Background: an optimization exercise with open tools, aiming at small area. Do not read the settings as production practice. The RTL was checked by simulation tests, not by an equivalence proof against the original design. Power figures rest on the tool's default switching activity, not on a simulated workload.

yarrow:
// jpc_regfile
module jpc_regfile (
    input  wire                          clk,
    input  wire                          rst,
    input  wire                          r1_idx_op_I,
    input  wire [4:0]                    r1_idx_I,
    input  wire                          r1_idx_valid_I,
    output wire                          r1_idx_ready_O,
    input  wire                          r1_rdata_ready_I,
    output wire [32-1:0] r1_rdata_O,
    output wire                          r1_rdata_valid_O,
    output wire                          r1_wdata_ready_O,
    input  wire [32-1:0] r1_wdata_I,
    input  wire                          r1_wdata_valid_I
);
Size: roughly 2500 cells after synthesis, about 78 I/O pins, about 33000 um2 of cells after synthesis.
==> module jpc_regfile, before the edit <==
module jpc_regfile (
    input  wire                          clk,
    input  wire                          rst,
    input  wire                          r1_idx_op_I,
    input  wire [4:0]                    r1_idx_I,
    input  wire                          r1_idx_valid_I,
    output wire                          r1_idx_ready_O,
    input  wire                          r1_rdata_ready_I,
    output wire [32-1:0] r1_rdata_O,
    output wire                          r1_rdata_valid_O,
    output wire                          r1_wdata_ready_O,
    input  wire [32-1:0] r1_wdata_I,
    input  wire                          r1_wdata_valid_I
);
    localparam W = 32;
    reg rdy, pr, pw, rv;
    wire acc     = rdy & r1_idx_valid_I;
    wire rd_fire = ((acc & ~r1_idx_op_I) | pr) & r1_rdata_ready_I;
    wire wr_fire = ((acc &  r1_idx_op_I) | pw) & r1_wdata_valid_I;
    always @(posedge clk or posedge rst) begin
        if (rst) begin
            rdy <= 1'b1;
            pr  <= 1'b0;
            pw  <= 1'b0;
            rv  <= 1'b0;
        end else begin
            rdy <= (rdy & ~r1_idx_valid_I) | (~rdy & ~pr & ~pw);
            pr  <= ((acc & ~r1_idx_op_I) | pr) & ~r1_rdata_ready_I;
            pw  <= ((acc &  r1_idx_op_I) | pw) & ~r1_wdata_valid_I;
            rv  <= rd_fire;
        end
    end
    assign r1_idx_ready_O   = rdy;
    assign r1_rdata_valid_O = rv;
    assign r1_wdata_ready_O = 1'b1;
    reg [4:0] tc;        
    always @(posedge clk or posedge rst) begin
        if (rst)               tc <= 5'd0;
        else if (tc == 5'd30)  tc <= 5'd0;
        else                   tc <= tc + 5'd1;
    end
    wire [5:0] psum  = r1_idx_I + tc;
    wire [5:0] psum1 = r1_idx_I + tc + 6'd1;
    wire [4:0] pos_next = psum1[5] ? psum1[4:0] : psum[4:0];
    wire       wr_reg  = wr_fire & (r1_idx_I != 5'd0);   
    wire       ins_now = wr_reg & ~pos_next[0];      
    reg        ins_pend;                            
    reg  [3:0] ins_k;                               
    reg  [W-1:0] wbuf;
    always @(posedge clk or posedge rst) begin
        if (rst) ins_pend <= 1'b0;
        else     ins_pend <= wr_reg & pos_next[0];
    end
    always @(posedge clk) begin
        ins_k <= pos_next[4:1] + 4'd1;
        wbuf  <= r1_wdata_I;
    end
    wire [3:0] wk   = ins_pend ? ins_k : pos_next[4:1];
    wire       wany = ins_now | ins_pend;
    wire [W-1:0] wdata = ins_pend ? wbuf : r1_wdata_I;
    wire [W-1:0] col = ~(wdata ^ {W{wk[0]}});
    reg  [W-1:0] ring [0:30];
    wire [15:0]  ld;
    wire [15:0]  keep;
    genvar p;
    generate
        for (p = 0; p < 31; p = p + 1) begin : g_pos
            if (p % 2 == 1) begin : g_copy
                always @(posedge clk)
                    ring[p] <= ring[p-1];
            end else begin : g_load
                assign ld[p/2]   = wany & (wk == p/2);
                assign keep[p/2] = ~ld[p/2];
                wire [W-1:0] nxt;
                jpc_regfile_ldrow #(.W(W)) u_ld (
                    .q(ring[(p + 30) % 31]), .ld(ld[p/2]), .keep(keep[p/2]),
                    .col(col), .d(nxt));
                always @(posedge clk)
                    ring[p] <= nxt;
            end
        end
    endgenerate
    reg  [31:1] valid;
    genvar i;
    generate
        for (i = 1; i < 32; i = i + 1) begin : g_valid
            always @(posedge clk or posedge rst) begin
                if (rst)                              valid[i] <= 1'b0;
                else if (wr_fire && r1_idx_I == i)    valid[i] <= 1'b1;
            end
        end
    endgenerate
    reg  [4:0]  rpos;      
    reg         rvalid;    
    always @(posedge clk) begin
        rpos   <= pos_next;
        rvalid <= (r1_idx_I != 5'd0) & valid[r1_idx_I];
    end
    wire [30:0] sel;
    wire [W-1:0] rsel;
    generate
        for (p = 0; p < 31; p = p + 1) begin : g_sel
            assign sel[p] = rvalid & (rpos == p);
        end
        for (i = 0; i < W; i = i + 1) begin : g_rbit
            wire [30:0] col_bits;
            for (p = 0; p < 31; p = p + 1) begin : g_r
                assign col_bits[p] = ring[p][i];
            end
            jpc_regfile_rdbit u_rd (.d(col_bits), .sel(sel), .q(rsel[i]));
        end
    endgenerate
    assign r1_rdata_O = rsel ^ {W{rvalid & rpos[1]}};
endmodule
export LEC_CHECK = 0
export CAP_MARGIN = 20
export CORE_MARGIN = 2
export CORE_UTILIZATION = 60
export SLEW_MARGIN = 20
export SYNTH_HIERARCHICAL = 1
export SYNTH_MINIMUM_KEEP_SIZE = 0
create_clock -name core_clock -period 5.0 [get_ports {clk}]
standard.sh (not shown) runs the stock make flow with config.mk's settings and CLKGATE_MAP_FILE= SYNTH_SCRIPT=/design/flow/synth_recipe.tcl, a recipe that flattens the netlist after the stock synthesis.
==> flow/flow/run.sh <==
#!/bin/bash
# Layout: the standard ORFS flow (standard.sh, unchanged synthesis), with a
# clock tree built without dummy loads from one buffer type, and the smallest
# buffer on every port. Full tool output goes to standard.log here; ORFS's own
# per-step logs stay under orfs/logs/.
set -euo pipefail
CTS="-sink_clustering_enable -repair_clock_nets -dont_use_dummy_load -buf_list sky130_fd_sc_hd__clkbuf_8 -sink_clustering_size 18 -sink_clustering_max_diameter 60"
bash standard.sh "CTS_ARGS=$CTS" "BUFFER_PORTS_ARGS=-buffer_cell sky130_fd_sc_hd__buf_1" finish > standard.log 2>&1
yarrow: PASS, flow complete, no timing, DRC or antenna violations
Here is what was changed in the inputs of quartz compared with yarrow.
==> flow/design.v, changed modules only <==
module jpc_regfile (
    input  wire                          clk,
    input  wire                          rst,
    input  wire                          r1_idx_op_I,
    input  wire [4:0]                    r1_idx_I,
    input  wire                          r1_idx_valid_I,
    output wire                          r1_idx_ready_O,
    input  wire                          r1_rdata_ready_I,
    output wire [32-1:0] r1_rdata_O,
    output wire                          r1_rdata_valid_O,
    output wire                          r1_wdata_ready_O,
    input  wire [32-1:0] r1_wdata_I,
    input  wire                          r1_wdata_valid_I
);
    localparam W = 32;
    reg rdy, pr, pw, rv;
    wire acc     = rdy & r1_idx_valid_I;
    wire rd_fire = ((acc & ~r1_idx_op_I) | pr) & r1_rdata_ready_I;
    wire wr_fire = ((acc &  r1_idx_op_I) | pw) & r1_wdata_valid_I;
    always @(posedge clk or posedge rst) begin
        if (rst) begin
            rdy <= 1'b1;
            pr  <= 1'b0;
            pw  <= 1'b0;
            rv  <= 1'b0;
        end else begin
            rdy <= (rdy & ~r1_idx_valid_I) | (~rdy & ~pr & ~pw);
            pr  <= ((acc & ~r1_idx_op_I) | pr) & ~r1_rdata_ready_I;
            pw  <= ((acc &  r1_idx_op_I) | pw) & ~r1_wdata_valid_I;
            rv  <= rd_fire;
        end
    end
    assign r1_idx_ready_O   = rdy;
    assign r1_rdata_valid_O = rv;
    assign r1_wdata_ready_O = 1'b1;
    reg [4:0] tc;        
    always @(posedge clk or posedge rst) begin
        if (rst)               tc <= 5'd0;
        else if (tc == 5'd30)  tc <= 5'd0;
        else                   tc <= tc + 5'd1;
    end
    wire [5:0] psum  = r1_idx_I + tc;
    wire [5:0] psum1 = r1_idx_I + tc + 6'd1;
    wire [4:0] pos_next = psum1[5] ? psum1[4:0] : psum[4:0];
    wire       wr_reg = wr_fire & (r1_idx_I != 5'd0);   
    wire [4:0] pos1 = (pos_next == 5'd30) ? 5'd0 : pos_next + 5'd1;
    reg        ins1;       
    reg        ins2a;      
    reg        ins2;       
    reg  [3:0] ins_k;      
    reg        ins_pol;    
    always @(posedge clk or posedge rst) begin
        if (rst) begin
            ins1  <= 1'b0;
            ins2a <= 1'b0;
            ins2  <= 1'b0;
        end else begin
            ins1  <= wr_reg & ~pos1[0];
            ins2a <= wr_reg &  pos1[0];
            ins2  <= ins2a;
        end
    end
    always @(posedge clk) begin
        if (wr_reg) begin
            ins_k   <= pos1[0] ? pos1[4:1] + 4'd1 : pos1[4:1];
            ins_pol <= ~pos1[1];    
        end
    end
    wire         done = ~rdy & ~pr & ~pw;
    reg  [W-1:0] wbuf;
    wire [W-1:0] wbuf_nxt;
    jpc_regfile_ldrow #(.W(W)) u_wbuf (
        .q(wbuf), .ld(~done), .keep(done), .col(~r1_wdata_I), .d(wbuf_nxt));
    always @(posedge clk) wbuf <= wbuf_nxt;
    wire         wany = ins1 | ins2;
    wire [W-1:0] col  = wbuf ^ {W{ins_pol}};
    reg  [W-1:0] ring [0:30];
    wire [15:0]  ld;
    wire [15:0]  keep;
    genvar p;
    generate
        for (p = 0; p < 31; p = p + 1) begin : g_pos
            if (p % 2 == 1) begin : g_copy
                always @(posedge clk)
                    ring[p] <= ring[p-1];
            end else begin : g_load
                assign ld[p/2]   = wany & (ins_k == p/2);
                assign keep[p/2] = ~ld[p/2];
                wire [W-1:0] nxt;
                jpc_regfile_ldrow #(.W(W)) u_ld (
                    .q(ring[(p + 30) % 31]), .ld(ld[p/2]), .keep(keep[p/2]),
                    .col(col), .d(nxt));
                always @(posedge clk)
                    ring[p] <= nxt;
            end
        end
    endgenerate
    reg  [31:1] valid;
    genvar i;
    generate
        for (i = 1; i < 32; i = i + 1) begin : g_valid
            always @(posedge clk or posedge rst) begin
                if (rst)                              valid[i] <= 1'b0;
                else if (wr_fire && r1_idx_I == i)    valid[i] <= 1'b1;
            end
        end
    endgenerate
    reg  [4:0]  rpos;      
    reg         rvalid;    
    always @(posedge clk) begin
        rpos   <= pos_next;
        rvalid <= (r1_idx_I != 5'd0) & valid[r1_idx_I];
    end
    wire [30:0] sel;
    wire [W-1:0] rsel;
    generate
        for (p = 0; p < 31; p = p + 1) begin : g_sel
            assign sel[p] = rvalid & (rpos == p);
        end
        for (i = 0; i < W; i = i + 1) begin : g_rbit
            wire [30:0] col_bits;
            for (p = 0; p < 31; p = p + 1) begin : g_r
                assign col_bits[p] = ring[p][i];
            end
            jpc_regfile_rdbit u_rd (.d(col_bits), .sel(sel), .q(rsel[i]));
        end
    endgenerate
    assign r1_rdata_O = rsel ^ {W{rvalid & rpos[1]}};
endmodule
Findings:
Looking at quartz and yarrow, the routed length per placed instance is a wash.
Against yarrow as the reference, quartz delivers a lower global-route usage.
Taking yarrow as the reference, in quartz final cell count lower, via count of the first global-routing pass lower, number of DRC violations after detailed-routing iteration 0 lower, hold slack higher, share of total power in the clock network lower.
quartz vs yarrow: sequential share of layout area up
Minimum clock period in quartz is 100 ps below yarrow.
Actual slew at the worst max-slew pin delta for quartz relative to yarrow: 160 ps higher
quartz reached the end of the flow, and the finished layout is clean on the timing, DRC and antenna checks.
quartz improves on yarrow in post-layout worst setup margin.
Number of buffers on the longest clock path: yarrow vs quartz, no meaningful difference

[separate check: timing with driven ports]
In the flow no input, the clock included, has a driving cell. The finished layouts below were timed again as built, in two steps. Step 1 sets driving cells, clkbuf_16 on the clock port and buf_2 on the other inputs (assumed; they add their load-dependent delay and slew). Step 2 adds t to the input delays and takes it off the output delays; t is the mean of the earliest and latest rising clock arrival at the registers after step 1. Input paths then give back, and output paths get back, about the clock's delay inside the block. Slacks: ideal / step 1 / step 2; pairs: ideal / step 1.
run | shift t [ns] | slack for setup (ns) | clock arrival spread, ns
yarrow | 0.728 | 0.166 / 0.104 / -0.067 | 0.064 / 0.065
quartz | 0.746 | 0.267 / 0.205 / 0.172 | 0.060 / 0.060
Met with ideal ports but missed after step 2: setup timing in yarrow. The setup slack of yarrow, which loses most, moves by -0.062 ns with the drivers and by -0.233 ns with both steps.
